Source: an optimization exercise on an open RTL-to-GDS flow (aim: small area). Production flows keep margins and buffers that such runs may drop. Where RTL was checked, it was by simulation tests only, not by an equivalence proof against the original. The RTL of runs 3 and 7 was laid out without a check of its function.

**design/flow/config.mk**
```make
export PLATFORM = sky130hd
export DESIGN_NAME = ALU_wrapper
export DESIGN_NICKNAME = ALU_wrapper
export VERILOG_FILES = /design/flow/design.v
export SDC_FILE = /design/flow/constraint.sdc
export NUM_CORES = 4
export LEC_CHECK = 0
export CAP_MARGIN = 20
export CORE_MARGIN = 2
export CORE_UTILIZATION = 40
export GPL_TIMING_DRIVEN = 0
export SLEW_MARGIN = 20
```
**design/flow/design.v**
```verilog
module FA(a, b, c, s, co);
	input a, b, c;
	output s, co;
	assign s  = a ^ b ^ c;
	assign co = (a & b) | (a & c) | (b & c);
endmodule
module HA(a, b, s, co);
	input a, b;
	output s, co;
	assign s  = a ^ b;
	assign co = a & b;
endmodule
module ALU_wrapper( clk, reset, ABCmd_i, LoadA_i, LoadB_i, LoadCmd_i, ACC_o, Done_o);
	input clk;
	input reset;
	input LoadA_i;
	input LoadB_i;
	input LoadCmd_i;
	input [7:0] ABCmd_i;
	output [7:0] ACC_o;
	output Done_o;
	reg [7:0] rA, rB, ACC_o;
	wire [3:0] op  = ABCmd_i[3:0];
	wire       CI  = ABCmd_i[4];
	wire       shr = ABCmd_i[5];
	wire       BCD = ABCmd_i[6];
	wire       MUL = ABCmd_i[7];
	reg [2:0] state;
	wire RO      = ~state[1];
	wire LoadA   = ~state[2] &  state[1] & ~state[0];
	wire LoadB   =  state[0];
	wire LoadCmd =  state[2] &  state[1];
	assign Done_o = state[2] & ~state[1];
	wire nA = (RO & ~LoadCmd_i & ~LoadB_i & LoadA_i) | (LoadA & ~LoadB_i & ~LoadCmd_i) |
	          (LoadB & LoadA_i) | (LoadCmd & LoadA_i);
	wire nB = (RO & ~LoadCmd_i & LoadB_i) | (LoadA & LoadB_i) |
	          (LoadB & ~LoadA_i & ~LoadCmd_i) | (LoadCmd & ~LoadA_i & LoadB_i);
	wire nC = (RO & LoadCmd_i) | (LoadA & ~LoadB_i & LoadCmd_i) | (LoadB & ~LoadA_i & LoadCmd_i);
	wire nO = LoadCmd & ~LoadA_i & ~LoadB_i;
	always @(posedge clk or posedge reset)
		if (reset)
			state <= 3'b000;
		else
			state <= {nC | nO, nA | nB | nC, nB};
	always @(posedge clk or posedge reset)
		if (reset) begin
			rA <= 0;
			rB <= 0;
		end else begin
			if (LoadA) rA <= ABCmd_i;
			if (LoadB) rB <= ABCmd_i;
		end
	reg  [7:0] lg;
	wire       lg8 = shr & rA[0];
	reg  [7:0] op2;
	wire       cin = CI & ~shr & ~(op[3] & op[2]);
	always @* begin
		case (op[1:0])
		    2'b00: lg = rA | rB;
		    2'b01: lg = rA & rB;
		    2'b10: lg = rA ^ rB;
		    2'b11: lg = rA;
		endcase
		if (shr)
		    lg = {CI, rA[7:1]};
		case (op[3:2])
		    2'b00: op2 = rB;
		    2'b01: op2 = ~rB;
		    2'b10: op2 = lg;
		    2'b11: op2 = 8'd0;
		endcase
	end
	wire [7:0] s;
	wire c1, c2, c3, c5, c6, c7;
	FA u_a0(.a(lg[0]), .b(op2[0]), .c(cin), .s(s[0]), .co(c1));
	FA u_a1(.a(lg[1]), .b(op2[1]), .c(c1),  .s(s[1]), .co(c2));
	FA u_a2(.a(lg[2]), .b(op2[2]), .c(c2),  .s(s[2]), .co(c3));
	wire t3  = lg[3] ^ op2[3];
	wire g3  = lg[3] & op2[3];
	assign s[3] = t3 ^ c3;
	wire s21 = s[2] | s[1];
	wire HC0 = g3 | (BCD & t3 & s21);
	wire HC1 = g3 | t3 | (BCD & ~t3 & s21);
	wire HC  = c3 ? HC1 : HC0;
	FA u_a4(.a(lg[4]), .b(op2[4]), .c(HC),  .s(s[4]), .co(c5));
	FA u_a5(.a(lg[5]), .b(op2[5]), .c(c5),  .s(s[5]), .co(c6));
	FA u_a6(.a(lg[6]), .b(op2[6]), .c(c6),  .s(s[6]), .co(c7));
	wire t7  = lg[7] ^ op2[7];
	wire g7  = lg[7] & op2[7];
	assign s[7] = t7 ^ c7;
	wire s65 = s[6] | s[5];
	wire CO0 = (lg8 ^ g7) | (BCD & t7 & s65);
	wire CO1 = (lg8 ^ (g7 | t7)) | (BCD & ~t7 & s65);
	wire CO  = c7 ? CO1 : CO0;
	wire V0  = rA[7] ^ op2[7] ^ CO0 ^ t7;
	wire V1  = rA[7] ^ op2[7] ^ CO1 ^ ~t7;
	wire AV  = c7 ? V1 : V0;
	wire AN  = s[7];
	wire AZ  = ~|s;
	reg mc_hi;
	wire pp0_0 = ~(rA[0] & rB[0]);
	wire pp0_1 = ~(rA[1] & rB[0]);
	wire pp0_2 = ~(rA[2] & rB[0]);
	wire pp0_3 = ~(rA[3] & rB[0]);
	wire pp0_4 = ~(rA[4] & rB[0]);
	wire pp0_5 = ~(rA[5] & rB[0]);
	wire pp0_6 = ~(rA[6] & rB[0]);
	wire pp0_7 = ~(rA[7] & rB[0]);
	wire pp1_0 = ~(rA[0] & rB[1]);
	wire pp1_1 = ~(rA[1] & rB[1]);
	wire pp1_2 = ~(rA[2] & rB[1]);
	wire pp1_3 = ~(rA[3] & rB[1]);
	wire pp1_4 = ~(rA[4] & rB[1]);
	wire pp1_5 = ~(rA[5] & rB[1]);
	wire pp1_6 = ~(rA[6] & rB[1]);
	wire pp1_7 = ~(rA[7] & rB[1]);
	wire pp2_0 = ~(rA[0] & rB[2]);
	wire pp2_1 = ~(rA[1] & rB[2]);
	wire pp2_2 = ~(rA[2] & rB[2]);
	wire pp2_3 = ~(rA[3] & rB[2]);
	wire pp2_4 = ~(rA[4] & rB[2]);
	wire pp2_5 = ~(rA[5] & rB[2]);
	wire pp2_6 = ~(rA[6] & rB[2]);
	wire pp2_7 = ~(rA[7] & rB[2]);
	wire pp3_0 = ~(rA[0] & rB[3]);
	wire pp3_1 = ~(rA[1] & rB[3]);
	wire pp3_2 = ~(rA[2] & rB[3]);
	wire pp3_3 = ~(rA[3] & rB[3]);
	wire pp3_4 = ~(rA[4] & rB[3]);
	wire pp3_5 = ~(rA[5] & rB[3]);
	wire pp3_6 = ~(rA[6] & rB[3]);
	wire pp3_7 = ~(rA[7] & rB[3]);
	wire pp4_0 = ~(rA[0] & rB[4]);
	wire pp4_1 = ~(rA[1] & rB[4]);
	wire pp4_2 = ~(rA[2] & rB[4]);
	wire pp4_3 = ~(rA[3] & rB[4]);
	wire pp4_4 = ~(rA[4] & rB[4]);
	wire pp4_5 = ~(rA[5] & rB[4]);
	wire pp4_6 = ~(rA[6] & rB[4]);
	wire pp4_7 = ~(rA[7] & rB[4]);
	wire pp5_0 = ~(rA[0] & rB[5]);
	wire pp5_1 = ~(rA[1] & rB[5]);
	wire pp5_2 = ~(rA[2] & rB[5]);
	wire pp5_3 = ~(rA[3] & rB[5]);
	wire pp5_4 = ~(rA[4] & rB[5]);
	wire pp5_5 = ~(rA[5] & rB[5]);
	wire pp5_6 = ~(rA[6] & rB[5]);
	wire pp5_7 = ~(rA[7] & rB[5]);
	wire pp6_0 = ~(rA[0] & rB[6]);
	wire pp6_1 = ~(rA[1] & rB[6]);
	wire pp6_2 = ~(rA[2] & rB[6]);
	wire pp6_3 = ~(rA[3] & rB[6]);
	wire pp6_4 = ~(rA[4] & rB[6]);
	wire pp6_5 = ~(rA[5] & rB[6]);
	wire pp6_6 = ~(rA[6] & rB[6]);
	wire pp6_7 = ~(rA[7] & rB[6]);
	wire pp7_0 = ~(rA[0] & rB[7]);
	wire pp7_1 = ~(rA[1] & rB[7]);
	wire pp7_2 = ~(rA[2] & rB[7]);
	wire pp7_3 = ~(rA[3] & rB[7]);
	wire pp7_4 = ~(rA[4] & rB[7]);
	wire pp7_5 = ~(rA[5] & rB[7]);
	wire pp7_6 = ~(rA[6] & rB[7]);
	wire pp7_7 = ~(rA[7] & rB[7]);
	wire ms0 = ~(pp0_6 ^ pp1_5);
	wire mc0 = pp0_6 | pp1_5;
	wire ms1, mc1;
	FA u_m1(.a(pp0_7), .b(pp1_6), .c(pp2_5), .s(ms1), .co(mc1));
	wire ms2 = ~(pp3_4 ^ pp4_3);
	wire mc2 = pp3_4 | pp4_3;
	wire ms3, mc3;
	FA u_m3(.a(pp1_7), .b(pp2_6), .c(pp3_5), .s(ms3), .co(mc3));
	wire ms4 = ~(pp4_4 ^ pp5_3);
	wire mc4 = pp4_4 | pp5_3;
	wire ms5, mc5;
	FA u_m5(.a(pp2_7), .b(pp3_6), .c(pp4_5), .s(ms5), .co(mc5));
	wire ms6 = ~(pp0_4 ^ pp1_3);
	wire mc6 = pp0_4 | pp1_3;
	wire ms7, mc7;
	FA u_m7(.a(pp0_5), .b(pp1_4), .c(pp2_3), .s(ms7), .co(mc7));
	wire ms8 = ~(pp3_2 ^ pp4_1);
	wire mc8 = pp3_2 | pp4_1;
	wire ms9, mc9;
	FA u_m9(.a(ms0), .b(pp2_4), .c(pp3_3), .s(ms9), .co(mc9));
	wire ms10, mc10;
	FA u_m10(.a(pp4_2), .b(pp5_1), .c(pp6_0), .s(ms10), .co(mc10));
	wire ms11, mc11;
	FA u_m11(.a(mc0), .b(ms1), .c(ms2), .s(ms11), .co(mc11));
	wire ms12, mc12;
	FA u_m12(.a(pp5_2), .b(pp6_1), .c(pp7_0), .s(ms12), .co(mc12));
	wire ms13, mc13;
	FA u_m13(.a(mc1), .b(mc2), .c(ms3), .s(ms13), .co(mc13));
	wire ms14, mc14;
	FA u_m14(.a(ms4), .b(pp6_2), .c(pp7_1), .s(ms14), .co(mc14));
	wire ms15, mc15;
	FA u_m15(.a(mc3), .b(mc4), .c(ms5), .s(ms15), .co(mc15));
	wire ms16, mc16;
	FA u_m16(.a(pp5_4), .b(pp6_3), .c(pp7_2), .s(ms16), .co(mc16));
	wire ms17, mc17;
	FA u_m17(.a(mc5), .b(pp3_7), .c(pp4_6), .s(ms17), .co(mc17));
	wire ms18, mc18;
	FA u_m18(.a(pp5_5), .b(pp6_4), .c(pp7_3), .s(ms18), .co(mc18));
	wire ms19, mc19;
	FA u_m19(.a(pp4_7), .b(pp5_6), .c(pp6_5), .s(ms19), .co(mc19));
	wire ms20 = ~(pp0_3 ^ pp1_2);
	wire mc20 = pp0_3 | pp1_2;
	wire ms21, mc21;
	FA u_m21(.a(ms6), .b(pp2_2), .c(pp3_1), .s(ms21), .co(mc21));
	wire ms22, mc22;
	FA u_m22(.a(mc6), .b(ms7), .c(ms8), .s(ms22), .co(mc22));
	wire ms23, mc23;
	FA u_m23(.a(mc7), .b(mc8), .c(ms9), .s(ms23), .co(mc23));
	wire ms24, mc24;
	FA u_m24(.a(mc9), .b(mc10), .c(ms11), .s(ms24), .co(mc24));
	wire ms25, mc25;
	FA u_m25(.a(mc11), .b(mc12), .c(ms13), .s(ms25), .co(mc25));
	wire ms26, mc26;
	FA u_m26(.a(mc13), .b(mc14), .c(ms15), .s(ms26), .co(mc26));
	wire ms27, mc27;
	FA u_m27(.a(mc15), .b(mc16), .c(ms17), .s(ms27), .co(mc27));
	wire ms28, mc28;
	FA u_m28(.a(mc17), .b(mc18), .c(ms19), .s(ms28), .co(mc28));
	wire ms29, mc29;
	FA u_m29(.a(mc19), .b(pp5_7), .c(pp6_6), .s(ms29), .co(mc29));
	wire ms30 = ~(pp0_2 ^ pp1_1);
	wire mc30 = pp0_2 | pp1_1;
	wire ms31, mc31;
	FA u_m31(.a(ms20), .b(pp2_1), .c(pp3_0), .s(ms31), .co(mc31));
	wire ms32, mc32;
	FA u_m32(.a(mc20), .b(ms21), .c(pp4_0), .s(ms32), .co(mc32));
	wire ms33, mc33;
	FA u_m33(.a(mc21), .b(ms22), .c(pp5_0), .s(ms33), .co(mc33));
	wire ms34, mc34;
	FA u_m34(.a(mc22), .b(ms23), .c(ms10), .s(ms34), .co(mc34));
	wire ms35, mc35;
	FA u_m35(.a(mc23), .b(ms24), .c(ms12), .s(ms35), .co(mc35));
	wire ms36, mc36;
	FA u_m36(.a(mc24), .b(ms25), .c(ms14), .s(ms36), .co(mc36));
	wire ms37, mc37;
	FA u_m37(.a(mc25), .b(ms26), .c(ms16), .s(ms37), .co(mc37));
	wire ms38, mc38;
	FA u_m38(.a(mc26), .b(ms27), .c(ms18), .s(ms38), .co(mc38));
	wire ms39, mc39;
	FA u_m39(.a(mc27), .b(ms28), .c(pp7_4), .s(ms39), .co(mc39));
	wire ms40, mc40;
	FA u_m40(.a(mc28), .b(ms29), .c(pp7_5), .s(ms40), .co(mc40));
	wire ms41, mc41;
	FA u_m41(.a(mc29), .b(pp6_7), .c(pp7_6), .s(ms41), .co(mc41));
	wire ms42 = ~(pp0_1 ^ pp1_0);
	wire mc42 = pp0_1 | pp1_0;
	wire ms43, mc43;
	FA u_m43(.a(ms30), .b(pp2_0), .c(mc42), .s(ms43), .co(mc43));
	wire ms44, mc44;
	FA u_m44(.a(mc30), .b(ms31), .c(mc43), .s(ms44), .co(mc44));
	wire ms45, mc45;
	FA u_m45(.a(mc31), .b(ms32), .c(mc44), .s(ms45), .co(mc45));
	wire ms46, mc46;
	FA u_m46(.a(mc32), .b(ms33), .c(mc45), .s(ms46), .co(mc46));
	wire ms47, mc47;
	FA u_m47(.a(mc33), .b(ms34), .c(mc46), .s(ms47), .co(mc47));
	wire ms48, mc48;
	FA u_m48(.a(mc34), .b(ms35), .c(mc47), .s(ms48), .co(mc48));
	wire mc_lo = mc48;
	wire ms49, mc49;
	FA u_m49(.a(mc35), .b(ms36), .c(mc_hi), .s(ms49), .co(mc49));
	wire ms50, mc50;
	FA u_m50(.a(mc36), .b(ms37), .c(mc49), .s(ms50), .co(mc50));
	wire ms51, mc51;
	FA u_m51(.a(mc37), .b(ms38), .c(mc50), .s(ms51), .co(mc51));
	wire mc_la = ~((~(mc37 | ms38)) | ((~(mc37 & ms38)) & (~(mc36 | ms37))) | ((~(mc37 & ms38)) & (~(mc36 & ms37)) & (~(mc35 | ms36))) | ((~(mc37 & ms38)) & (~(mc36 & ms37)) & (~(mc35 & ms36)) & ~mc_hi));
	wire ms52, mc52;
	FA u_m52(.a(mc38), .b(ms39), .c(mc_la), .s(ms52), .co(mc52));
	wire ms53, mc53;
	FA u_m53(.a(mc39), .b(ms40), .c(mc52), .s(ms53), .co(mc53));
	wire ms54, mc54;
	FA u_m54(.a(mc40), .b(ms41), .c(mc53), .s(ms54), .co(mc54));
	wire ms55, mc55;
	FA u_m55(.a(mc41), .b(pp7_7), .c(mc54), .s(ms55), .co(mc55));
	wire [15:0] mult_out = ~{mc55, ms55, ms54, ms53, ms52, ms51, ms50, ms49, ms48, ms47, ms46, ms45, ms44, ms43, ms42, pp0_0};
	always @(posedge clk)
		mc_hi <= mc_lo;
	always @(posedge clk or posedge reset)
		if (reset)
			ACC_o <= 0;
		else if (LoadCmd)
			ACC_o <= MUL ? mult_out[7:0] : s;
		else if (Done_o)
			ACC_o <= MUL ? mult_out[15:8] : {3'b000, CO, AV, AZ, AN, HC};
endmodule
```
**design/flow/constraint.sdc**
```tcl
create_clock -name core_clock -period 6.0 [get_ports {clk}]
set_input_delay 1.2000 -clock core_clock [delete_from_list [all_inputs] [get_ports {clk}]]
set_output_delay 1.2000 -clock core_clock [all_outputs]
set_load 0.01 [all_outputs]
```
**design/flow/flow/synth_pre.tcl**
```tcl
# Replaces the first line of synth_recipe.tcl (which wraps synth in -nofsm -noshare).
# Before the first synth call, the FA/HA adder modules of the design are mapped
# straight onto the platform's full/half adder cells, and ABC is given an
# area-oriented script.
proc synth {args} {
  if { ![info exists ::my_adders_mapped] } {
    set ::my_adders_mapped 1
    yosys proc
    yosys techmap -map $::env(MY_FLOW_DIR)/adder_map.v
    if { [info exists ::env(MY_NO_EXTRACT_FA)] } {
      unset ::env(ADDER_MAP_FILE)
    }
    if { [info exists ::env(MY_ABC_SCRIPT)] } {
      set i [lsearch -exact $::abc_args -script]
      lset ::abc_args [expr {$i + 1}] $::env(MY_FLOW_DIR)/$::env(MY_ABC_SCRIPT)
    }
  }
  yosys synth -nofsm -noshare {*}$args
}
```
**design/flow/flow/env.sh**
```bash
export BUFFER_PORTS_ARGS="-buffer_cell sky130_fd_sc_hd__buf_1"
export MY_NO_EXTRACT_FA=1
export MY_ABC_SCRIPT=abc3.script
export SETUP_MOVE_SEQUENCE="unbuffer,sizeup,swap"
export CTS_ARGS="-sink_clustering_enable -repair_clock_nets -dont_use_dummy_load"
```
**design/flow/flow/abc3.script**
```
strash
ifraig
dc2
dch -f
map -a
mfs2
strash
dch -f
map -a
topo
```
**design/flow/flow/run.sh**
```bash
#!/bin/bash
# Own layout flow: the standard ORFS flow, except that
#  - synthesis maps the design's FA/HA adder modules straight onto the
#    sky130 fa_1/ha_1 cells (flow/my_synth.tcl), and
#  - port buffers are the smallest buffer (buf_1).
# Each tool's output goes to a log file of its own in this folder.
set -euo pipefail
W=$(pwd)
F=$W/flow
# same make call as standard.sh, with our synthesis script
sed "s#SYNTH_SCRIPT=[^ ]*#SYNTH_SCRIPT=$F/my_synth.tcl#" standard.sh > my_standard.sh
grep -q "SYNTH_SCRIPT=$F/my_synth.tcl" my_standard.sh
# my_synth.tcl = synth_recipe.tcl with our own synth wrapper in place of its first line
{ echo "source $F/synth_pre.tcl"; tail -n +2 synth_recipe.tcl; } > $F/my_synth.tcl
export MY_FLOW_DIR=$F
if [[ -f $F/env.sh ]]; then source $F/env.sh; fi
bash my_standard.sh synth > synth.log 2>&1
bash my_standard.sh > layout.log 2>&1
```
**design/flow/flow/adder_map.v**
```verilog
module FA(a, b, c, s, co);
	input a, b, c;
	output s, co;
	sky130_fd_sc_hd__fa_1 _TECHMAP_REPLACE_ (.A(a), .B(b), .CIN(c), .SUM(s), .COUT(co));
endmodule

module HA(a, b, s, co);
	input a, b;
	output s, co;
	sky130_fd_sc_hd__ha_1 _TECHMAP_REPLACE_ (.A(a), .B(b), .SUM(s), .COUT(co));
endmodule
```
**design/flow/standard.sh**
```bash
#!/bin/bash
# synth_recipe.tcl (not shown) runs the flow's synth.tcl, then flattens the netlist and writes it again
# the make line also repeats each setting of config.mk as NAME=value (left out here)
make -C /OpenROAD-flow-scripts/flow DESIGN_CONFIG=/design/flow/config.mk WORK_HOME=/design/flow/orfs CLKGATE_MAP_FILE= SYNTH_SCRIPT=/design/flow/synth_recipe.tcl "${@:-finish}"
```
==> results of run 1 <==
## worst max-delay path: stages (launching register included)
cell and delay [ns]:
dfrtp_1 0.63, clkinv_1 0.33, o22ai_1 0.31, nand2_1 0.10
fa_1 0.41, fa_1 0.58, fa_1 0.48, maj3_1 0.38
maj3_1 0.34, maj3_1 0.35, fa_1 0.39, fa_1 0.39
fa_1 0.39, fa_1 0.50, o211ai_1 0.10
## metal layers
layer	GRT usage [%]	routed length, microns	vias to the layer above
met5	0	0	-
met2	32.9	3880	113
li1	-	-	1350
met4	3.19	89	0
met3	4.27	556	12
met1	33.1	4250	1401
## metrics by stage
stage | cells | util, % | TNS, ns | setup WS (ns) | instance area [sq um]
6_report | 511 | 44.9 | 0 | 0.211 | 3470
3_3_place_gp | 507 | 43.8 | -0.718 | -0.427 | 3390
2_1_floorplan | 384 | - | 0 | 0.305 | 3180
4_1_cts | 511 | 44.6 | 0 | 0.0633 | 3440
5_1_grt | 511 | 44.9 | 0 | 0.00482 | 3470
3_5_place_dp | 508 | 44.0 | -0.967 | -0.508 | 3400
## synthesized netlist by cell type (2+ instances only)
master	n
nand3_1	4
nor3_1	4
clkinv_1	36
nor2_1	39
nand4_1	7
o22ai_1	13
o2111ai_1	2
a22oi_1	3
dfrtp_1	27
nand2_1	94
maj3_1	3
o21ai_0	50
o211ai_1	2
fa_1	54
a31oi_1	2
a21oi_1	31
xor2_1	5
## area by class of cell
class	instances	area share, %
clock buffer	3	1.19
tap	102	3.68
multi-input combinational	320	68.1
inverter	36	4.26
sequential	28	20.1
timing repair buffer	22	2.67
## registers in the layout, summed over array words and instances (netlist names)
| name | count |
|---|---|
| rA | 8 |
| state | 3 |
| rB | 8 |
| ACC_o | 8 |
| mc_hi | 1 |
## worst paths after layout
| check | from | endpoint | slack (ns) | cells past startpoint |
|---|---|---|---|---|
| setup / recovery | rB[4]$_DFFE_PP0P_ | ACC_o[6]$_DFFE_PP0P_ | 0.21 | 14 |
| max in group asynchronous | reset | rB[1]$_DFFE_PP0P_ | 4.63 | 2 |
| min in group asynchronous | reset | rA[0]$_DFFE_PP0P_ | 0.94 | 2 |
| hold / removal | ACC_o[5]$_DFFE_PP0P_ | ACC_o[5]$_DFFE_PP0P_ | 0.52 | 2 |
| hold reg to reg | ACC_o[5]$_DFFE_PP0P_ | ACC_o[5]$_DFFE_PP0P_ | 0.52 | 2 |
| setup reg to reg | rB[4]$_DFFE_PP0P_ | ACC_o[6]$_DFFE_PP0P_ | 0.21 | 14 |
## repair_timing
action | 4_1_cts | 5_1_grt
endpoints found under the setup margin | 2 | 3
pin swaps | 0 | 0
resized for setup | 4 | 14
## logic make-up after synthesis
| logic type | share of synthesized area [%] |
|---|---|
| xor+xnor | 1.38 |
| compound gates | 19.0 |
| buf+inv | 4.25 |
| simple gates | 18.5 |
| fa+ha+maj | 34.9 |
| flops | 21.9 |
==> flow_summary.yaml, run 1 <==
finish:
  layout_commonest_cell: "nand2_1"
  syn2layout_area_growth_pct: 9.13
  diodes: 0
  layout_common_cells: "nand2_1, fa_1, o21ai_0"
  nets: 478
  multi_input_area_sq_mm: 0.00236
  fillCellCount: 774
  final-seq-area_sq_um: 697
  drive_above_1_share_pct: 4.89
synth:
  yosys-top-cells-area: "fa_1, dfrtp_1, nand2_1"
  synthFlopType: "dfrtp_1"
  netlist_area_sq_mm: 0.00318
  syn-num-nets: 451
  synth_cells: 384
  synthArstFlopShare_pct: 96.4
  ys_warn_count: 1
  synth_top_area_cell: "fa_1"
  synth_seq_area_share_pct: 21.9
  ys_ff_latch: 28
  yosys.area.top_type_share_pct: 34.0
  ys_types: 25
  synth_edf_count: 0
  avgSynthCellArea_sq_um: 8.28
outcome:
  status: "timing/DRC/antenna clean"
global_route:
  grt_max_degree: 28
  grt_antenna_before_repair: 0
  grt_overflow: 0
  grt_pass1_wl_microns: 14600
  grt_usage_pct: 21.7
  grt_pass1_vias: 2792
placement:
  place_congestion: 0.930
  dp_hpwl_microns: 6940
  port_buffers: 21
die:
  rows: 32
  fp.coreArea_sq_mm: 0.00773
  ioPinCount: 22
  die_h_microns: 93.2
  die_w_microns: 93.2
  initial_core_util_pct: 41.1
  die_area_sq_mm: 0.00868
clock_tree:
  cts_setup_buffers: 0
  cts_tree: "yes"
  cts.clk_slew.worst_paths_ns: 0.10
  cts_buffers: 3
  clockBufferDepth: 2
  cts_num_sinks: 28
  htree_levels: 1
  cts_root_buffer: "clkbuf_8"
  cts_hold_buf: 0
  clock_latency_ns: 0.28
drt:
  ant_nets: 0
  drtIter0Drc: 244
  vias: 2876
  dr.pass1.iters: 4
  wire_per_inst_microns: 17.2
  drcViolationCount: 0
  wl_microns: 8780
  vias_per_cell: 5.63
sta:
  period_share_pct: 96.5
  skew_ns: 0.0112
  whs_ns: 0.518
  fmax_mhz: 173
  setup_viol: 0
  worst_pin_slew_ns: 0.608
  rsz0062_at_grt: "false"
  slew_headroom_pct: 59.4
  drv_slew: 0
  fin_crit_ns: 5.79
  hold_viol_final: 0
run:
  drv_cap: 0
setup_path:
  cp.arrival_ns: 5.95
  cp-start-kind: "flip-flop"
  critPathMaxFanout: 10
  path_class: "reg -> reg"
  end_kind: "flip-flop"
  cp.required_ns: 6.16
min_path:
  hold_path.class: "reg -> reg"
==> run 2: changes to the inputs <==
==> design/flow/flow/env.sh (replaced) <==
export BUFFER_PORTS_ARGS="-buffer_cell sky130_fd_sc_hd__buf_1"
export MY_NO_EXTRACT_FA=1
export MY_ABC_SCRIPT=abc3.script
export SETUP_MOVE_SEQUENCE="unbuffer,sizeup,swap"
==> flow_summary.yaml, run 2 <==
outcome:
  status: "timing/DRC/antenna clean"
finish:
  syn2layout_area_growth_pct: 9.48
  reg_top3: "ACC_o: 8 flops, rA: 8 flops, rB: 8 flops"
  final_core_util_pct: 45.0
  fillCellCount: 773
  layout_common_cells: "nand2_1, fa_1, o21ai_0"
  drive_above_1_share_pct: 4.88
  nets: 478
  layout_commonest_cell: "nand2_1"
  diodes: 0
sta:
  fmax_mhz: 173
  period_share_pct: 96.5
  setup_viol: 0
  finalWorstSetupSlack_ns: 0.212
  setup_tns_ns: 0
  hold_viol_final: 0
  worst_pin_slew_ns: 0.602
  skew_ns: 0.00665
  drv_slew: 0
  slew_headroom_pct: 59.8
  fin_crit_ns: 5.79
  rsz0062_at_grt: "false"
clock_tree:
  cts_root_buffer: "clkbuf_8"
  clockBufferDepth: 2
  htree_levels: 1
  cts_tree: "yes"
  clock_latency_ns: 0.28
  cts.clk_slew.worst_paths_ns: 0.10
  cts_setup_buffers: 0
  cts_hold_buf: 0
  cts_buffers: 3
  cts_num_sinks: 28
drt:
  drtIter0Drc: 228
  drcViolationCount: 0
  vias_per_cell: 5.63
  wire_per_inst_microns: 17.2
  dr.pass1.iters: 5
  vias: 2881
  wl_microns: 8780
  ant_nets: 0
setup_path:
  cp.arrival_ns: 5.95
  end_kind: "flip-flop"
  cp-start-kind: "flip-flop"
  cp.required_ns: 6.17
  crit-reg2reg-launch: "rA[3]$_DFFE_PP0P_"
  path_class: "reg -> reg"
  rr_endpoint: "ACC_o[6]$_DFFE_PP0P_"
  r2r_slack_ns: 0.21
  r2r_cells: 14
  critPathMaxFanout: 11
die:
  initial_core_util_pct: 41.1
  ioPinCount: 22
  die_h_microns: 93.2
  die_area_sq_mm: 0.00868
  die_w_microns: 93.2
  fp.coreArea_sq_mm: 0.00773
  rows: 32
synth:
  synth_seq_area_share_pct: 21.9
  ys_ff_latch: 28
  synth_top_area_cell: "fa_1"
  synth_edf_count: 0
  avgSynthCellArea_sq_um: 8.28
  syn-num-nets: 451
  synth.most_common_cell: "nand2_1"
  synth_cells: 384
  synth.top_cells.by_count: "nand2_1, fa_1, o21ai_0, nor2_1, clkinv_1"
  ys_types: 25
  netlist_area_sq_mm: 0.00318
  yosys-top-cells-area: "fa_1, dfrtp_1, nand2_1"
  synthFlopType: "dfrtp_1"
  synthArstFlopShare_pct: 96.4
  ys_warn_count: 1
  yosys.area.top_type_share_pct: 34.0
global_route:
  grt_pass1_wl_microns: 14700
  grt_max_degree: 28
  grt_pass1_vias: 2800
  grt_antenna_before_repair: 0
  grt_usage_pct: 21.7
  grt_overflow: 0
placement:
  dp_hpwl_microns: 6940
  place_congestion: 0.930
  port_buffers: 21
  post-place-ws_ns: -0.508
run:
  drv_cap: 0
min_path:
  worstHoldStart: "ACC_o[5]$_DFFE_PP0P_"
  holdPathStages: 2
  min_delay_worst_endpoint: "ACC_o[5]$_DFFE_PP0P_"
  hold_path.class: "reg -> reg"
[run 2: timing repair]
item                                   4_1_cts  5_1_grt
resized for setup                            4       13
gates cloned                                 0        0
setup endpoints to repair                    2        3
endpoints found under the hold margin        0        0
[run 2: cell type report]
cell class	instances	area, sq um	area share, %
Timing Repair Buffer	22	92.6	2.66
Inverter	36	148	4.24
Clock buffer	4	55.1	1.58
Sequential cell	28	697	20.0
Tap cell	102	128	3.67
Multi-Input combinational cell	320	2360	67.8
[run 2: worst max path at each step]
stage / depth (start not counted) / endpoint / slack, ns / from
finish: 14 / ACC_o[6]$_DFFE_PP0P_ / 0.21 / rA[3]$_DFFE_PP0P_
global route: 24 / ACC_o[3]$_DFFE_PP0P_ / 0.0008 / ABCmd_i[1]
CTS: 23 / ACC_o[3]$_DFFE_PP0P_ / 0.06 / ABCmd_i[1]
detailed placement: 23 / ACC_o[3]$_DFFE_PP0P_ / -0.51 / ABCmd_i[0]
global placement: 23 / ACC_o[3]$_DFFE_PP0P_ / -0.43 / ABCmd_i[0]
floorplan: 22 / ACC_o[3]$_DFFE_PP0P_ / 0.30 / ABCmd_i[5]
[run 2: routing by layer]
layer  vias up  global-route usage (%)  part of all wire, %
met5         -                       0                    0
met4         0                    3.19                 0.84
met3         8                    4.27                  6.2
met2       104                    33.0                   44
met1      1421                    32.9                   49
li1       1348                       -                    -
[run 2: kinds of logic after synthesis]
kind of cell	after synthesis	synth area share, %
adder cells (fa/ha/maj)	57	34.9
AO/OA/AOI/OAI	109	19.0
buffers and inverters	36	4.25
flip-flops	28	21.9
XOR/XNOR	5	1.38
AND/OR/NAND/NOR	149	18.5
[run 2: through the flow]
step	instances	hold WS [ns]	area (sq um)
CTS	512	0.523	3460
global route	512	0.547	3480
detailed placement	508	0.497	3400
floorplan	384	0.536	3180
global placement	507	0.496	3390
finish	512	0.518	3480
[run 2: critical path, stage by stage, from the launching register on]
cell and delay [ns]:
dfrtp_1 0.62, clkinv_1 0.32, o22ai_1 0.31, nand2_1 0.10
fa_1 0.41, fa_1 0.58, fa_1 0.48, maj3_1 0.38
maj3_1 0.34, maj3_1 0.35, fa_1 0.39, fa_1 0.39
fa_1 0.39, fa_1 0.50, o211ai_1 0.10
==> run 3: changes to the inputs <==
--- a/design/flow/design.v
+++ b/design/flow/design.v
@@ -28,5 +28,5 @@
 	reg [2:0] state;
-	wire RO      = ~state[1];
-	wire LoadA   = ~state[2] &  state[1] & ~state[0];
-	wire LoadB   =  state[0];
+	wire RO      = ~state[1] & ~state[0];
+	wire LoadA   = ~state[1] &  state[0];
+	wire LoadB   =  state[1] &  state[0];
 	wire LoadCmd =  state[2] &  state[1];
@@ -43,3 +43,3 @@
 		else
-			state <= {nC | nO, nA | nB | nC, nB};
+			state <= {nC | nO, nB | nC, nA | nB};
 	always @(posedge clk or posedge reset)
==> design/flow/flow/my_synth.tcl (new file) <==
source /design/flow/flow/synth_pre.tcl
source $::env(SCRIPTS_DIR)/synth.tcl
# left out here: clear keep_hierarchy, flatten, clean up, hide names made inside functions, write 1_2_yosys.v
==> flow_summary.yaml, run 3 <==
outcome:
  status: "timing/DRC/antenna clean"
setup_path:
  cp.required_ns: 6.18
  crit_slowest_cell: "dfrtp_1"
  path_class: "reg -> reg"
  end_kind: "flip-flop"
  critical_path_buf_inv_count: 0
  cp-start-kind: "flip-flop"
  critPathMaxFanout: 11
  slowest_delay_ns: 0.66
  path_common_cell: "fa_1"
  cp_top_family: "adder cells"
  cp.arrival_ns: 5.90
  crit_chain: "nand2_1 > fa_1 > fa_1 > fa_1 > fa_1 > maj3_1 > maj3_1 > maj3_1 > fa_1 > fa_1 > fa_1 > fa_1 > o211ai_1"
drt:
  vias_per_cell: 5.54
  vias: 2900
  dr.pass1.iters: 4
  drcViolationCount: 0
  wire_per_inst_microns: 17.0
  wl_microns: 8870
  ant_nets: 0
  drtIter0Drc: 224
run:
  drv_cap: 0
sta:
  skew_ns: 0.00812
  setup_viol: 0
  fmax_mhz: 175
  drv_slew: 0
  whs_ns: 0.517
  fin_crit_ns: 5.72
  hold_viol_final: 0
  worst_pin_slew_ns: 0.791
  finalWorstSetupSlack_ns: 0.282
  rsz0062_at_grt: "false"
  slew_headroom_pct: 47.2
  period_share_pct: 95.3
finish:
  layout_commonest_cell: "nand2_1"
  final_core_util_pct: 45.7
  nets: 489
  drive_above_1_share_pct: 5.70
  fillCellCount: 812
  fin_cells: 523
  diodes: 0
  syn2layout_area_growth_pct: 10.2
  reg_top3: "ACC_o: 8 flops, rA: 8 flops, rB: 8 flops"
  finalInstanceArea_sq_mm: 0.00355
  layout_common_cells: "nand2_1, o21ai_0, fa_1"
synth:
  synth_seq_area_share_pct: 21.6
  ys_types: 23
  synth_edf_count: 0
  synth_cells: 395
  synth_top_family_by_area: "adder cells"
  synthSimpleGateAreaFrac_pct: 19.2
  synth_top_area_cell: "fa_1"
  synth.most_common_cell: "nand2_1"
  ys_warn_count: 1
  synth_mux_area_share_pct: 0
  syn-num-nets: 462
  netlist_area_sq_mm: 0.00322
  yosys-top-cells-area: "fa_1, dfrtp_1, nand2_1"
  synthFlopType: "dfrtp_1"
  synth.top_cells.by_count: "nand2_1, fa_1, o21ai_0, nor2_1, clkinv_1"
  yosys.area.top_type_share_pct: 33.6
  ys_ff_latch: 28
  synth_compound_area_share_pct: 19.1
  synth_xor_area_share_pct: 1.09
  synthAdderAreaFrac_pct: 34.5
  avgSynthCellArea_sq_um: 8.14
  synthArstFlopShare_pct: 96.4
clock_tree:
  cts_root_buffer: "clkbuf_8"
  cts_setup_buffers: 0
  cts_hold_buf: 0
  cts_num_sinks: 28
  cts_buffers: 3
  cts_tree: "yes"
  cts.clk_slew.worst_paths_ns: 0.11
  clock_latency_ns: 0.29
  htree_levels: 1
  clockBufferDepth: 2
placement:
  place_area_sq_mm: 0.00343
  place_congestion: 0.992
  port_buffers: 21
  post-place-ws_ns: -0.617
  dp_hpwl_microns: 6980
  dp_cells: 518
die:
  initial_core_util_pct: 41.4
  die_h_microns: 93.7
  rows: 32
  die_w_microns: 93.7
  fp.coreArea_sq_mm: 0.00777
  die_area_sq_mm: 0.00878
  ioPinCount: 22
global_route:
  grt_usage_pct: 22.0
  grt_pass1_wl_microns: 14900
  grt_max_degree: 28
  grt_overflow: 0
  grt_antenna_before_repair: 0
  grt_pass1_vias: 2933
min_path:
  hold_path.class: "reg -> reg"
-- run 3: cell type report --
| cell class | count | area, sq um | area share (%) |
|---|---|---|---|
| sequential | 28 | 699 | 19.7 |
| timing repair buffer | 22 | 95.1 | 2.68 |
| tap | 102 | 128 | 3.60 |
| multi-input combinational | 329 | 2390 | 67.4 |
| inverter | 38 | 161 | 4.55 |
| clock buffer | 3 | 41.3 | 1.16 |
| clock inverter | 1 | 30.0 | 0.847 |
-- run 3: per-stage QoR --
step | setup TNS [ns]
floorplan | 0
global placement | -0.737
detailed placement | -0.963
CTS | 0
global route | 0
finish | 0
-- run 3: layer usage --
layer	GRT usage (%)	part of all wire (%)	up-vias
li1	-	-	1386
met1	31.6	47	1415
met2	35.4	46	91
met3	3.37	5.7	8
met4	5.07	1.3	0
met5	0	0	-
-- run 3: what timing repair did --
item | 4_1_cts | 5_1_grt
pin swaps | 0 | 0
setup endpoints to repair | 1 | 3
resized for setup | 5 | 19
-- run 3: worst min-delay path: cells and delay by family (launching register included) --
family / cells / cell delay (ns)
AND/OR/NAND/NOR: 1 / 0.05
AO/OA/AOI/OAI: 1 / 0.07
flip-flops: 1 / 0.36
-- run 3: cell families after synthesis --
family,count (synthesis)
AND/OR/NAND/NOR,158
AO/OA/AOI/OAI,110
adder cells (fa/ha/maj),57
buffers and inverters,38
flip-flops,28
XOR/XNOR,4
-- run 3: path summary, 6_finish.rpt --
kind | cells after the start | startpoint | slack [ns] | endpoint
hold reg to reg | 2 | ACC_o[5]$_DFFE_PP0P_ | 0.52 | ACC_o[5]$_DFFE_PP0P_
min in group asynchronous | 2 | reset | 0.94 | rB[6]$_DFFE_PP0P_
hold / removal | 2 | ACC_o[5]$_DFFE_PP0P_ | 0.52 | ACC_o[5]$_DFFE_PP0P_
setup / recovery | 13 | rA[6]$_DFFE_PP0P_ | 0.28 | ACC_o[6]$_DFFE_PP0P_
max in group asynchronous | 2 | reset | 4.64 | rB[1]$_DFFE_PP0P_
setup reg to reg | 13 | rA[6]$_DFFE_PP0P_ | 0.28 | ACC_o[6]$_DFFE_PP0P_
==> run 4: changes to the inputs <==
--- a/design/flow/design.v
+++ b/design/flow/design.v
@@ -28,5 +28,5 @@
 	reg [2:0] state;
-	wire RO      = ~state[1] & ~state[0];
-	wire LoadA   = ~state[1] &  state[0];
-	wire LoadB   =  state[1] &  state[0];
+	wire RO      = ~state[1];
+	wire LoadA   = ~state[2] &  state[1] & ~state[0];
+	wire LoadB   =  state[0];
 	wire LoadCmd =  state[2] &  state[1];
@@ -43,3 +43,3 @@
 		else
-			state <= {nC | nO, nB | nC, nA | nB};
+			state <= {nC | nO, nA | nB | nC, nB};
 	always @(posedge clk or posedge reset)
--- a/design/flow/flow/env.sh
+++ b/design/flow/flow/env.sh
@@ -4 +4,2 @@
 export SETUP_MOVE_SEQUENCE="unbuffer,sizeup,swap"
+export CTS_ARGS="-sink_clustering_enable -sink_clustering_size 30 -sink_clustering_max_diameter 300 -repair_clock_nets -dont_use_dummy_load -root_buf sky130_fd_sc_hd__clkbuf_8 -buf_list sky130_fd_sc_hd__clkbuf_8"
==> flow_summary.yaml, run 4 <==
die:
  rows: 32
  die_h_microns: 93.2
  initial_core_util_pct: 41.1
  fp.coreArea_sq_mm: 0.00773
  ioPinCount: 22
  die_w_microns: 93.2
  die_area_sq_mm: 0.00868
placement:
  dp_hpwl_microns: 6940
  dp_cells: 508
  port_buffers: 21
  place_area_sq_mm: 0.00340
  place_congestion: 0.930
setup_path:
  cp_top_family: "adder cells"
  path_common_cell: "fa_1"
  end_kind: "flip-flop"
  cp.required_ns: 6.16
  critPathMaxFanout: 10
  crit_slowest_cell: "dfrtp_1"
  critical_path_buf_inv_count: 1
  path_class: "reg -> reg"
  cp-start-kind: "flip-flop"
  cp.arrival_ns: 5.95
  slowest_delay_ns: 0.63
  crit_chain: "clkinv_1 > o22ai_1 > nand2_1 > fa_1 > fa_1 > fa_1 > maj3_1 > maj3_1 > maj3_1 > fa_1 > fa_1 > fa_1 > fa_1 > o211ai_1"
sta:
  setup_viol: 0
  rsz0062_at_grt: "false"
  period_share_pct: 96.5
  setup_tns_ns: 0
  drv_slew: 0
  fmax_mhz: 173
  hold_viol_final: 0
  skew_ns: 0.0112
  whs_ns: 0.518
  slew_headroom_pct: 59.4
  fin_crit_ns: 5.79
  worst_pin_slew_ns: 0.608
synth:
  synth_edf_count: 0
  avgSynthCellArea_sq_um: 8.28
  netlist_area_sq_mm: 0.00318
  syn-num-nets: 451
  synth_seq_area_share_pct: 21.9
  yosys-top-cells-area: "fa_1, dfrtp_1, nand2_1"
  synth_top_area_cell: "fa_1"
  ys_types: 25
  ys_ff_latch: 28
  synth.most_common_cell: "nand2_1"
  yosys.area.top_type_share_pct: 34.0
  synthArstFlopShare_pct: 96.4
  synthFlopType: "dfrtp_1"
  synth.top_cells.by_count: "nand2_1, fa_1, o21ai_0, nor2_1, clkinv_1"
  synth_cells: 384
  ys_warn_count: 1
run:
  drv_cap: 0
clock_tree:
  cts_tree: "yes"
  clockBufferDepth: 2
  cts_root_buffer: "clkbuf_8"
  htree_levels: 1
  cts.clk_slew.worst_paths_ns: 0.10
  cts_resized: 4
  cts_buffers: 3
  clock_latency_ns: 0.28
  cts_setup_buffers: 0
  cts_num_sinks: 28
  cts_hold_buf: 0
drt:
  wire_per_inst_microns: 17.2
  drtIter0Drc: 244
  wl_microns: 8780
  dr.pass1.iters: 4
  vias_per_cell: 5.63
  vias: 2876
  drcViolationCount: 0
  ant_nets: 0
global_route:
  grt_antenna_before_repair: 0
  grt_pass1_vias: 2792
  grt_pass1_wl_microns: 14600
  grt_overflow: 0
  grt_max_degree: 28
  grt_usage_pct: 21.7
finish:
  diodes: 0
  drive_above_1_share_pct: 4.89
  nets: 478
  syn2layout_area_growth_pct: 9.13
  finalInstanceArea_sq_mm: 0.00347
  reg_top3: "ACC_o: 8 flops, rA: 8 flops, rB: 8 flops"
  fin_cells: 511
  layout_commonest_cell: "nand2_1"
  layout_common_cells: "nand2_1, fa_1, o21ai_0"
min_path:
  hold_path.class: "reg -> reg"
outcome:
  status: "timing/DRC/antenna clean"
## run 4: cell types whose count changed after synthesis, sizes merged, moves of 3 or more
| cell | delta |
|---|---|
| nor2 | -7 |
| o211ai | -3 |
| nand2 | -6 |
| o21ai | -4 |
| a21oi | +5 |
| nor3 | +4 |
## run 4: area by class of cell
| cell class | instances | area [sq um] |
|---|---|---|
| repair buffers | 22 | 92.6 |
| flip-flops and latches | 28 | 697 |
| fillers | 774 | 4260 |
| clock buffers | 3 | 41.3 |
| well taps | 102 | 128 |
| inverters | 36 | 148 |
| multi-input cells | 320 | 2360 |
## run 4: path summary, 6_finish.rpt
kind	from	end	slack [ns]	cells past startpoint
setup reg to reg	rB[4]$_DFFE_PP0P_	ACC_o[6]$_DFFE_PP0P_	0.21	14
hold / removal	ACC_o[5]$_DFFE_PP0P_	ACC_o[5]$_DFFE_PP0P_	0.52	2
max in group asynchronous	reset	rB[1]$_DFFE_PP0P_	4.63	2
min in group asynchronous	reset	rA[0]$_DFFE_PP0P_	0.94	2
hold reg to reg	ACC_o[5]$_DFFE_PP0P_	ACC_o[5]$_DFFE_PP0P_	0.52	2
setup / recovery	rB[4]$_DFFE_PP0P_	ACC_o[6]$_DFFE_PP0P_	0.21	14
## run 4: kinds of logic after synthesis
group | synth area share, %
AND/OR/NAND/NOR | 18.5
AO/OA/AOI/OAI | 19.0
adder cells (fa/ha/maj) | 34.9
buffers and inverters | 4.25
flip-flops | 21.9
XOR/XNOR | 1.38
## run 4: tightest hold or removal path: stages (launching register included)
cell and delay, ns:
dfrtp_1 0.36, nand2_1 0.06, o211ai_1 0.07
## run 4: through the flow
| stage | utilization, % | setup slack, ns |
|---|---|---|
| 2_1_floorplan | - | 0.305 |
| 3_3_place_gp | 43.8 | -0.427 |
| 3_5_place_dp | 44.0 | -0.508 |
| 4_1_cts | 44.6 | 0.0633 |
| 5_1_grt | 44.9 | 0.00482 |
| 6_report | 44.9 | 0.211 |
## run 4: metal layers
layer	up-vias	track usage, %	wire length [microns]
met2	113	32.9	3880
met1	1401	33.1	4250
met3	12	4.27	556
met5	-	0	0
met4	0	3.19	89
li1	1350	-	-
==> run 5: changes to the inputs <==
==> design/flow/flow/env.sh (replaced) <==
export BUFFER_PORTS_ARGS="-buffer_cell sky130_fd_sc_hd__buf_1"
export MY_NO_EXTRACT_FA=1
export MY_ABC_SCRIPT=abc3.script
export SETUP_MOVE_SEQUENCE="unbuffer,sizeup,swap"
export CTS_ARGS="-sink_clustering_enable -repair_clock_nets -dont_use_dummy_load -sink_buffer_max_cap_derate 0.6 -buf_list sky130_fd_sc_hd__clkbuf_8 -root_buf sky130_fd_sc_hd__clkbuf_8 -sink_clustering_buffer sky130_fd_sc_hd__clkbuf_8"
==> flow_summary.yaml, run 5 <==
sta:
  finalWorstSetupSlack_ns: 0.211
  skew_ns: 0.0112
  fmax_mhz: 173
  fin_crit_ns: 5.79
  worst_pin_slew_ns: 0.608
  drv_slew: 0
  period_share_pct: 96.5
  setup_viol: 0
  rsz0062_at_grt: "false"
  slew_headroom_pct: 59.4
  hold_viol_final: 0
finish:
  fillCellCount: 774
  final-seq-area_sq_um: 697
  reg_top3: "ACC_o: 8 flops, rA: 8 flops, rB: 8 flops"
  multi_input_area_sq_mm: 0.00236
  final_core_util_pct: 44.9
  drive_above_1_share_pct: 4.89
  syn2layout_area_growth_pct: 9.13
  diodes: 0
  nets: 478
  layout_common_cells: "nand2_1, fa_1, o21ai_0"
  layout_commonest_cell: "nand2_1"
synth:
  syn-num-nets: 451
  synth.top_cells.by_count: "nand2_1, fa_1, o21ai_0, nor2_1, clkinv_1"
  synth_edf_count: 0
  yosys.area.top_type_share_pct: 34.0
  synth_seq_area_share_pct: 21.9
  synthFlopType: "dfrtp_1"
  yosys-top-cells-area: "fa_1, dfrtp_1, nand2_1"
  synth_cells: 384
  avgSynthCellArea_sq_um: 8.28
  netlist_area_sq_mm: 0.00318
  ys_warn_count: 1
  ys_types: 25
  synth.most_common_cell: "nand2_1"
  ys_ff_latch: 28
  synth_top_area_cell: "fa_1"
  synthArstFlopShare_pct: 96.4
setup_path:
  crit_chain: "clkinv_1 > o22ai_1 > nand2_1 > fa_1 > fa_1 > fa_1 > maj3_1 > maj3_1 > maj3_1 > fa_1 > fa_1 > fa_1 > fa_1 > o211ai_1"
  slowest_delay_ns: 0.63
  cp-start-kind: "flip-flop"
  cp.arrival_ns: 5.95
  path_class: "reg -> reg"
  startpoint: "rB[4]$_DFFE_PP0P_"
  crit_slowest_cell: "dfrtp_1"
  path_common_cell: "fa_1"
  crit-reg2reg-launch: "rB[4]$_DFFE_PP0P_"
  cp.required_ns: 6.16
  end_kind: "flip-flop"
  r2r_slack_ns: 0.21
  critPathMaxFanout: 10
drt:
  dr.pass1.iters: 4
  vias: 2876
  wire_per_inst_microns: 17.2
  vias_per_cell: 5.63
  drtIter0Drc: 244
  ant_nets: 0
  wl_microns: 8780
  drcViolationCount: 0
clock_tree:
  cts_root_buffer: "clkbuf_8"
  clockBufferDepth: 2
  cts_num_sinks: 28
  clock_latency_ns: 0.28
  htree_levels: 1
  cts_buffers: 3
  cts_hold_buf: 0
  cts.clk_slew.worst_paths_ns: 0.10
  cts_tree: "yes"
die:
  die_w_microns: 93.2
  die_area_sq_mm: 0.00868
  initial_core_util_pct: 41.1
  ioPinCount: 22
  rows: 32
  fp.coreArea_sq_mm: 0.00773
  die_h_microns: 93.2
placement:
  dp_hpwl_microns: 6940
  place_congestion: 0.930
  port_buffers: 21
  post-place-ws_ns: -0.508
min_path:
  hold_path.class: "reg -> reg"
  worstHoldStart: "ACC_o[5]$_DFFE_PP0P_"
global_route:
  grt_usage_pct: 21.7
  grt_overflow: 0
  grt_max_degree: 28
  grt_antenna_before_repair: 0
  grt_pass1_vias: 2792
  grt_pass1_wl_microns: 14600
run:
  drv_cap: 0
outcome:
  status: "timing/DRC/antenna clean"
[run 5: through the flow]
step                      setup TNS, ns  cells  cell area (sq um)  hold WS [ns]
after CTS                             0    511               3440         0.523
after global routing                  0    511               3470         0.547
final                                 0    511               3470         0.518
after global placement           -0.718    507               3390         0.496
after detailed placement         -0.967    508               3400         0.497
after floorplan                       0    384               3180         0.536
[run 5: final cells by class]
class / instances / area share (%)
Clock buffer: 3 / 1.19
Inverter: 36 / 4.26
Multi-Input combinational cell: 320 / 68.1
Sequential cell: 28 / 20.1
Tap cell: 102 / 3.68
Timing Repair Buffer: 22 / 2.67
[run 5: cell families (layout without fill, tap and decap cells)]
logic type | count (synthesis) | in the layout | synth area share, %
xor gates and xnor gates | 5 | 5 | 1.38
DFF | 28 | 28 | 21.9
adders and majority gates | 57 | 57 | 34.9
buffers and inverters | 36 | 61 | 4.25
and+or+nand+nor | 149 | 149 | 18.5
AOI/OAI and AO/OA | 109 | 109 | 19.0
[run 5: path summary, 6_finish.rpt]
kind	end	cells past startpoint
min in group asynchronous	rA[0]$_DFFE_PP0P_	2
worst min-delay path	ACC_o[5]$_DFFE_PP0P_	2
max in group asynchronous	rB[1]$_DFFE_PP0P_	2
worst max-delay path	ACC_o[6]$_DFFE_PP0P_	14
worst min register to register	ACC_o[5]$_DFFE_PP0P_	2
worst max register to register	ACC_o[6]$_DFFE_PP0P_	14
[run 5: per-layer routing]
metal	up-vias	global-route usage (%)	part of all wire (%)
met5	-	0	0
met4	0	3.19	1.0
met3	12	4.27	6.3
met2	113	32.9	44
met1	1401	33.1	48
li1	1350	-	-
[run 5: worst max-delay path, delay by kind of cell (launching register included)]
kind                       cells  cell delay, ns
adders and majority gates     10            4.21
DFF                            1            0.63
AOI/OAI and AO/OA              2            0.41
buffers and inverters          1            0.33
and+or+nand+nor                1            0.10
[run 5: what timing repair did]
item / in CTS / in global routing
gates cloned: 0 / 0
resized for setup: 4 / 14
hold endpoints to repair: 0 / 0
buffers inserted: 0 / 0
endpoints found under the setup margin: 2 / 3
==> run 6: changes to the inputs <==
==> design/flow/flow/env.sh (replaced) <==
export BUFFER_PORTS_ARGS="-buffer_cell sky130_fd_sc_hd__buf_1"
export MY_NO_EXTRACT_FA=1
export MY_ABC_SCRIPT=abc3.script
export SETUP_MOVE_SEQUENCE="unbuffer,sizeup,swap"
export CTS_ARGS="-sink_clustering_enable -repair_clock_nets -dont_use_dummy_load -sink_buffer_max_cap_derate 0.3 -buf_list sky130_fd_sc_hd__clkbuf_8 -root_buf sky130_fd_sc_hd__clkbuf_8 -sink_clustering_buffer sky130_fd_sc_hd__clkbuf_8"
==> flow_summary.yaml, run 6 <==
sta:
  period_share_pct: 96.5
  slew_headroom_pct: 59.4
  fmax_mhz: 173
  drv_slew: 0
  hold_viol_final: 0
  skew_ns: 0.0112
  rsz0062_at_grt: "false"
  setup_viol: 0
  worst_pin_slew_ns: 0.608
  fin_crit_ns: 5.79
finish:
  final_core_util_pct: 44.9
  layout_common_cells: "nand2_1, fa_1, o21ai_0"
  layout_commonest_cell: "nand2_1"
  nets: 478
  diodes: 0
  reg_top3: "ACC_o: 8 flops, rA: 8 flops, rB: 8 flops"
  finalInstanceArea_sq_mm: 0.00347
  syn2layout_area_growth_pct: 9.13
  drive_above_1_share_pct: 4.89
setup_path:
  cp.required_ns: 6.16
  slowest_delay_ns: 0.63
  cp-start-kind: "flip-flop"
  path_class: "reg -> reg"
  r2r_slack_ns: 0.21
  crit_slowest_cell: "dfrtp_1"
  crit_chain: "clkinv_1 > o22ai_1 > nand2_1 > fa_1 > fa_1 > fa_1 > maj3_1 > maj3_1 > maj3_1 > fa_1 > fa_1 > fa_1 > fa_1 > o211ai_1"
  critPathMaxFanout: 10
  path_common_cell: "fa_1"
  end_kind: "flip-flop"
  cp.arrival_ns: 5.95
run:
  drv_cap: 0
drt:
  wl_microns: 8780
  vias_per_cell: 5.63
  dr.pass1.iters: 4
  ant_nets: 0
  drtIter0Drc: 244
  vias: 2876
  drcViolationCount: 0
  wire_per_inst_microns: 17.2
die:
  die_area_sq_mm: 0.00868
  initial_core_util_pct: 41.1
  die_h_microns: 93.2
  rows: 32
  die_w_microns: 93.2
  fp.coreArea_sq_mm: 0.00773
  ioPinCount: 22
synth:
  ys_warn_count: 1
  ys_ff_latch: 28
  yosys.area.top_type_share_pct: 34.0
  avgSynthCellArea_sq_um: 8.28
  synth_edf_count: 0
  ys_types: 25
  synthArstFlopShare_pct: 96.4
  netlist_area_sq_mm: 0.00318
  yosys-top-cells-area: "fa_1, dfrtp_1, nand2_1"
  syn-num-nets: 451
  synth_seq_area_share_pct: 21.9
  synth_top_area_cell: "fa_1"
  synth_cells: 384
  synthFlopType: "dfrtp_1"
  synth.most_common_cell: "nand2_1"
  synth.top_cells.by_count: "nand2_1, fa_1, o21ai_0, nor2_1, clkinv_1"
global_route:
  grt_max_degree: 28
  grt_antenna_before_repair: 0
  grt_overflow: 0
  grt_pass1_vias: 2792
  grt_usage_pct: 21.7
  grt_pass1_wl_microns: 14600
clock_tree:
  cts_tree: "yes"
  cts_num_sinks: 28
  cts.clk_slew.worst_paths_ns: 0.10
  clockBufferDepth: 2
  htree_levels: 1
  cts_root_buffer: "clkbuf_8"
  clock_latency_ns: 0.28
  cts_buffers: 3
  cts_hold_buf: 0
min_path:
  hold_path.class: "reg -> reg"
placement:
  port_buffers: 21
  place_area_sq_mm: 0.00340
  dp_hpwl_microns: 6940
  place_congestion: 0.930
outcome:
  status: "timing/DRC/antenna clean"
==> run 6: cell counts after synthesis <==
Identical to the previous run, type by type.
==> run 6: kinds of logic after synthesis <==
kind of cell    Yosys count  share of synthesized area, %
xor+xnor                  5                          1.38
compound gates          109                          19.0
flops                    28                          21.9
buf+inv                  36                          4.25
fa+ha+maj                57                          34.9
simple gates            149                          18.5
==> run 6: worst max-delay path: cells and delay by family, from the launching register on <==
family                   cells  cell delay, ns
AO/OA/AOI/OAI                2            0.41
flip-flops                   1            0.63
AND/OR/NAND/NOR              1            0.10
adder cells (fa/ha/maj)     10            4.21
buffers and inverters        1            0.33
==> run 6: area by class of cell <==
class / count / area [sq um]
fillers: 774 / 4260
inverters: 36 / 148
flip-flops and latches: 28 / 697
multi-input cells: 320 / 2360
clock buffers: 3 / 41.3
well taps: 102 / 128
repair buffers: 22 / 92.6
==> run 6: final timing paths <==
path                                            from              endpoint  cells past startpoint
worst max-delay path               rB[4]$_DFFE_PP0P_  ACC_o[6]$_DFFE_PP0P_                     14
worst min-delay path            ACC_o[5]$_DFFE_PP0P_  ACC_o[5]$_DFFE_PP0P_                      2
worst max register to register     rB[4]$_DFFE_PP0P_  ACC_o[6]$_DFFE_PP0P_                     14
worst min register to register  ACC_o[5]$_DFFE_PP0P_  ACC_o[5]$_DFFE_PP0P_                      2
max in group asynchronous                      reset     rB[1]$_DFFE_PP0P_                      2
min in group asynchronous                      reset     rA[0]$_DFFE_PP0P_                      2
==> run 6: metal layers <==
layer | track usage, % | part of all wire (%) | vias to the layer above
met5 | 0 | 0 | -
met4 | 3.19 | 1.0 | 0
met3 | 4.27 | 6.3 | 12
met2 | 32.9 | 44 | 113
met1 | 33.1 | 48 | 1401
li1 | - | - | 1350
==> run 6: per-stage QoR <==
step                worst slack (ns)  cells  setup TNS [ns]  hold WS, ns
finish                         0.211    511               0        0.518
CTS                           0.0633    511               0        0.523
global route                 0.00482    511               0        0.547
floorplan                      0.305    384               0        0.536
global placement              -0.427    507          -0.718        0.496
detailed placement            -0.508    508          -0.967        0.497
==> run 6: what timing repair did <==
item | 4_1_cts | 5_1_grt
buffers inserted | 0 | 0
gates resized for setup | 4 | 14
endpoints found under the setup margin | 2 | 3
==> run 7: changes to the inputs <==
--- a/design/flow/design.v
+++ b/design/flow/design.v
@@ -56,11 +56,7 @@
 	wire       cin = CI & ~shr & ~(op[3] & op[2]);
+	wire [7:0] u  = shr ? {CI, rA[7:1]} : rA;
+	wire [1:0] k  = shr ? 2'b11 : op[1:0];
+	wire       ke = ~(k[1] ^ k[0]);
 	always @* begin
-		case (op[1:0])
-		    2'b00: lg = rA | rB;
-		    2'b01: lg = rA & rB;
-		    2'b10: lg = rA ^ rB;
-		    2'b11: lg = rA;
-		endcase
-		if (shr)
-		    lg = {CI, rA[7:1]};
+		lg  = ({8{~k[0]}} & ~u & rB) | (u & ({8{ke}} | (rB ^ {8{k[1]}})));
 		case (op[3:2])
==> design/flow/flow/env.sh (replaced) <==
export BUFFER_PORTS_ARGS="-buffer_cell sky130_fd_sc_hd__buf_1"
export MY_NO_EXTRACT_FA=1
export MY_ABC_SCRIPT=abc3.script
export SETUP_MOVE_SEQUENCE="unbuffer,sizeup,swap"
==> flow_summary.yaml, run 7 <==
sta:
  slew_headroom_pct: 50.6
  worst_pin_slew_ns: 0.741
  rsz0062_at_grt: "false"
  hold_viol_final: 0
  setup_viol: 0
  fmax_mhz: 175
  period_share_pct: 95.1
  setup_tns_ns: 0
  fin_crit_ns: 5.70
  skew_ns: 0.0176
  drv_slew: 0
setup_path:
  cp-start-kind: "primary input"
  path_class: "in -> reg"
  r2r_cells: 15
  path_common_cell: "fa_2"
  slowest_delay_ns: 0.57
  cp_num_cells: 25
  critPathMaxFanout: 8
  end_kind: "flip-flop"
  r2r_slack_ns: 0.75
  critical_path_buf_inv_count: 3
  cp.required_ns: 6.17
  cp_top_family: "adder cells"
  crit_slowest_cell: "fa_2"
  cp.arrival_ns: 5.87
clock_tree:
  cts_tree: "yes"
  cts_hold_buf: 0
  htree_levels: 1
  cts_root_buffer: "clkbuf_8"
  clockBufferDepth: 2
  clock_latency_ns: 0.29
  cts_buffers: 3
  cts_setup_buffers: 0
  cts.clk_slew.worst_paths_ns: 0.11
  cts_num_sinks: 28
finish:
  layout_commonest_cell: "nand2_1"
  final_core_util_pct: 45.8
  fin_cells: 525
  nets: 491
  fillCellCount: 822
  syn2layout_area_growth_pct: 10.6
  diodes: 0
  reg_top3: "ACC_o: 8 flops, rA: 8 flops, rB: 8 flops"
  drive_above_1_share_pct: 6.86
  layout_common_cells: "nand2_1, o21ai_0, fa_1"
run:
  drv_cap: 0
die:
  initial_core_util_pct: 41.4
  die_h_microns: 93.6
  fp.coreArea_sq_mm: 0.00777
  ioPinCount: 22
  rows: 32
  die_w_microns: 93.6
  die_area_sq_mm: 0.00877
global_route:
  grt_pass1_vias: 2841
  grt_antenna_before_repair: 0
  grt_overflow: 0
  grt_usage_pct: 22.1
  grt_max_degree: 28
  grt_pass1_wl_microns: 14900
synth:
  syn-num-nets: 464
  yosys.area.top_type_share_pct: 33.6
  synth_xor_area_share_pct: 1.09
  synth_top_family_by_area: "adder cells"
  netlist_area_sq_mm: 0.00321
  yosys-top-cells-area: "fa_1, dfrtp_1, nand2_1"
  synthArstFlopShare_pct: 96.4
  synth_top_area_cell: "fa_1"
  ys_types: 20
  synthSimpleGateAreaFrac_pct: 20.6
  synth_compound_area_share_pct: 18.6
  avgSynthCellArea_sq_um: 8.09
  synth_seq_area_share_pct: 21.7
  synth_edf_count: 0
  synth_mux_area_share_pct: 0
  synthAdderAreaFrac_pct: 33.6
  synth_cells: 397
  synth.top_cells.by_count: "nand2_1, o21ai_0, fa_1, clkinv_1, dfrtp_1"
  ys_ff_latch: 28
  synthFlopType: "dfrtp_1"
  ys_warn_count: 1
  synth.most_common_cell: "nand2_1"
min_path:
  holdPathStages: 2
  hold_path.class: "reg -> reg"
placement:
  dp_cells: 521
  port_buffers: 21
  dp_hpwl_microns: 7100
  place_congestion: 0.865
drt:
  drcViolationCount: 0
  dr.pass1.iters: 5
  drtIter0Drc: 208
  ant_nets: 0
  wl_microns: 9050
  vias: 2930
  vias_per_cell: 5.58
  wire_per_inst_microns: 17.2
outcome:
  status: "timing/DRC/antenna clean"
[run 7: changes by cell type after synthesis, sizes merged, moves of 3 or more]
cell    delta
a21oi      -9
nand2     +23
o22ai      -3
o21ai     +11
maj3       -3
o211ai     +5
nor3       +4
nor2      -14
[run 7: area by class of cell]
class | count | area, sq um | area share (%)
Multi-Input combinational cell | 331 | 2440 | 68.5
Tap cell | 102 | 128 | 3.59
Timing Repair Buffer | 22 | 95.1 | 2.68
Sequential cell | 28 | 696 | 19.6
Clock buffer | 4 | 55.1 | 1.55
Inverter | 38 | 145 | 4.08
[run 7: worst paths after layout]
path	startpoint	to
min in group asynchronous	reset	rB[2]$_DFFE_PP0P_
worst min-delay path	ACC_o[6]$_DFFE_PP0P_	ACC_o[6]$_DFFE_PP0P_
worst max-delay path	ABCmd_i[1]	ACC_o[3]$_DFFE_PP0P_
worst max register to register	rB[1]$_DFFE_PP0P_	ACC_o[6]$_DFFE_PP0P_
max in group asynchronous	reset	rA[2]$_DFFE_PP0P_
worst min register to register	ACC_o[6]$_DFFE_PP0P_	ACC_o[6]$_DFFE_PP0P_
[run 7: cells by family (layout without fill, tap and decap cells)]
kind of cell / Yosys count / count (layout)
XOR/XNOR: 4 / 4
flip-flops: 28 / 28
buffers and inverters: 38 / 64
AND/OR/NAND/NOR: 165 / 165
AO/OA/AOI/OAI: 108 / 108
adder cells (fa/ha/maj): 54 / 54
[run 7: metal layers]
layer | global-route usage (%) | wire length [microns] | vias to the layer above
met5 | 0 | 0 | -
met4 | 4.47 | 174 | 0
met3 | 2.66 | 536 | 11
met2 | 35.4 | 4190 | 92
met1 | 32.4 | 4150 | 1434
li1 | - | - | 1393
[run 7: tightest hold or removal path: stages (launching register included)]
cell      delay, ns
dfrtp_1        0.36
nand2_1        0.05
o211ai_1       0.07
[run 7: through the flow]
step / hold WS [ns] / setup WS, ns / instance area, sq um
6_report: 0.514 / 0.296 / 3550
2_1_floorplan: 0.532 / 0.0858 / 3210
3_3_place_gp: 0.485 / -1.11 / 3420
4_1_cts: 0.517 / 0.0190 / 3530
5_1_grt: 0.529 / 0.0347 / 3550
3_5_place_dp: 0.486 / -1.16 / 3430
[run 7: repair_timing]
| action | 4_1_cts | 5_1_grt |
|---|---|---|
| setup endpoints to repair | 6 | 2 |
| resized for setup | 21 | 9 |
| pin swaps | 5 | 8 |

static timing again, ports no longer ideal:
In the flow no input, the clock included, has a driving cell. The finished layouts below were timed again as built, in two steps. Step 1 (the two cells are an assumption about what drives the block):
set clk [get_ports {clk}]
set_driving_cell -lib_cell sky130_fd_sc_hd__clkbuf_16 $clk
set_driving_cell -lib_cell sky130_fd_sc_hd__buf_2 [delete_from_list [all_inputs] $clk]
Step 2 times the ports against the registers' clock, not the clock port: input delays grow and output delays shrink by t, the midpoint of the rising clock arrivals with the driver on. Three values: ideal, step 1, step 2; two values: the first two.
run | t (ns) | setup slack, ns | worst setup path after step 2 | slew at the worst register clock pin (ns) | worst data-port slew with drivers (ns)
run 1 | 0.306 | 0.211 / 0.211 / -0.051 | input to register | 0.10 / 0.10 | 0.03
run 2 | 0.309 | 0.212 / 0.212 / -0.067 | input to register | 0.10 / 0.10 | 0.03
run 3 | 0.314 | 0.282 / 0.282 / -0.012 | input to register | 0.11 / 0.11 | 0.03
run 4 | 0.306 | 0.211 / 0.211 / -0.051 | input to register | 0.10 / 0.10 | 0.03
run 5 | 0.306 | 0.211 / 0.211 / -0.051 | input to register | 0.10 / 0.10 | 0.03
run 6 | 0.306 | 0.211 / 0.211 / -0.051 | input to register | 0.10 / 0.10 | 0.03
run 7 | 0.310 | 0.296 / 0.294 / -0.016 | input to register | 0.11 / 0.11 | 0.04
With both steps, setup timing fails in every run listed, where it was met with ideal ports. For run 7, which loses most, drivers alone change the setup slack by -0.002 ns; drivers and shift together by -0.312 ns.
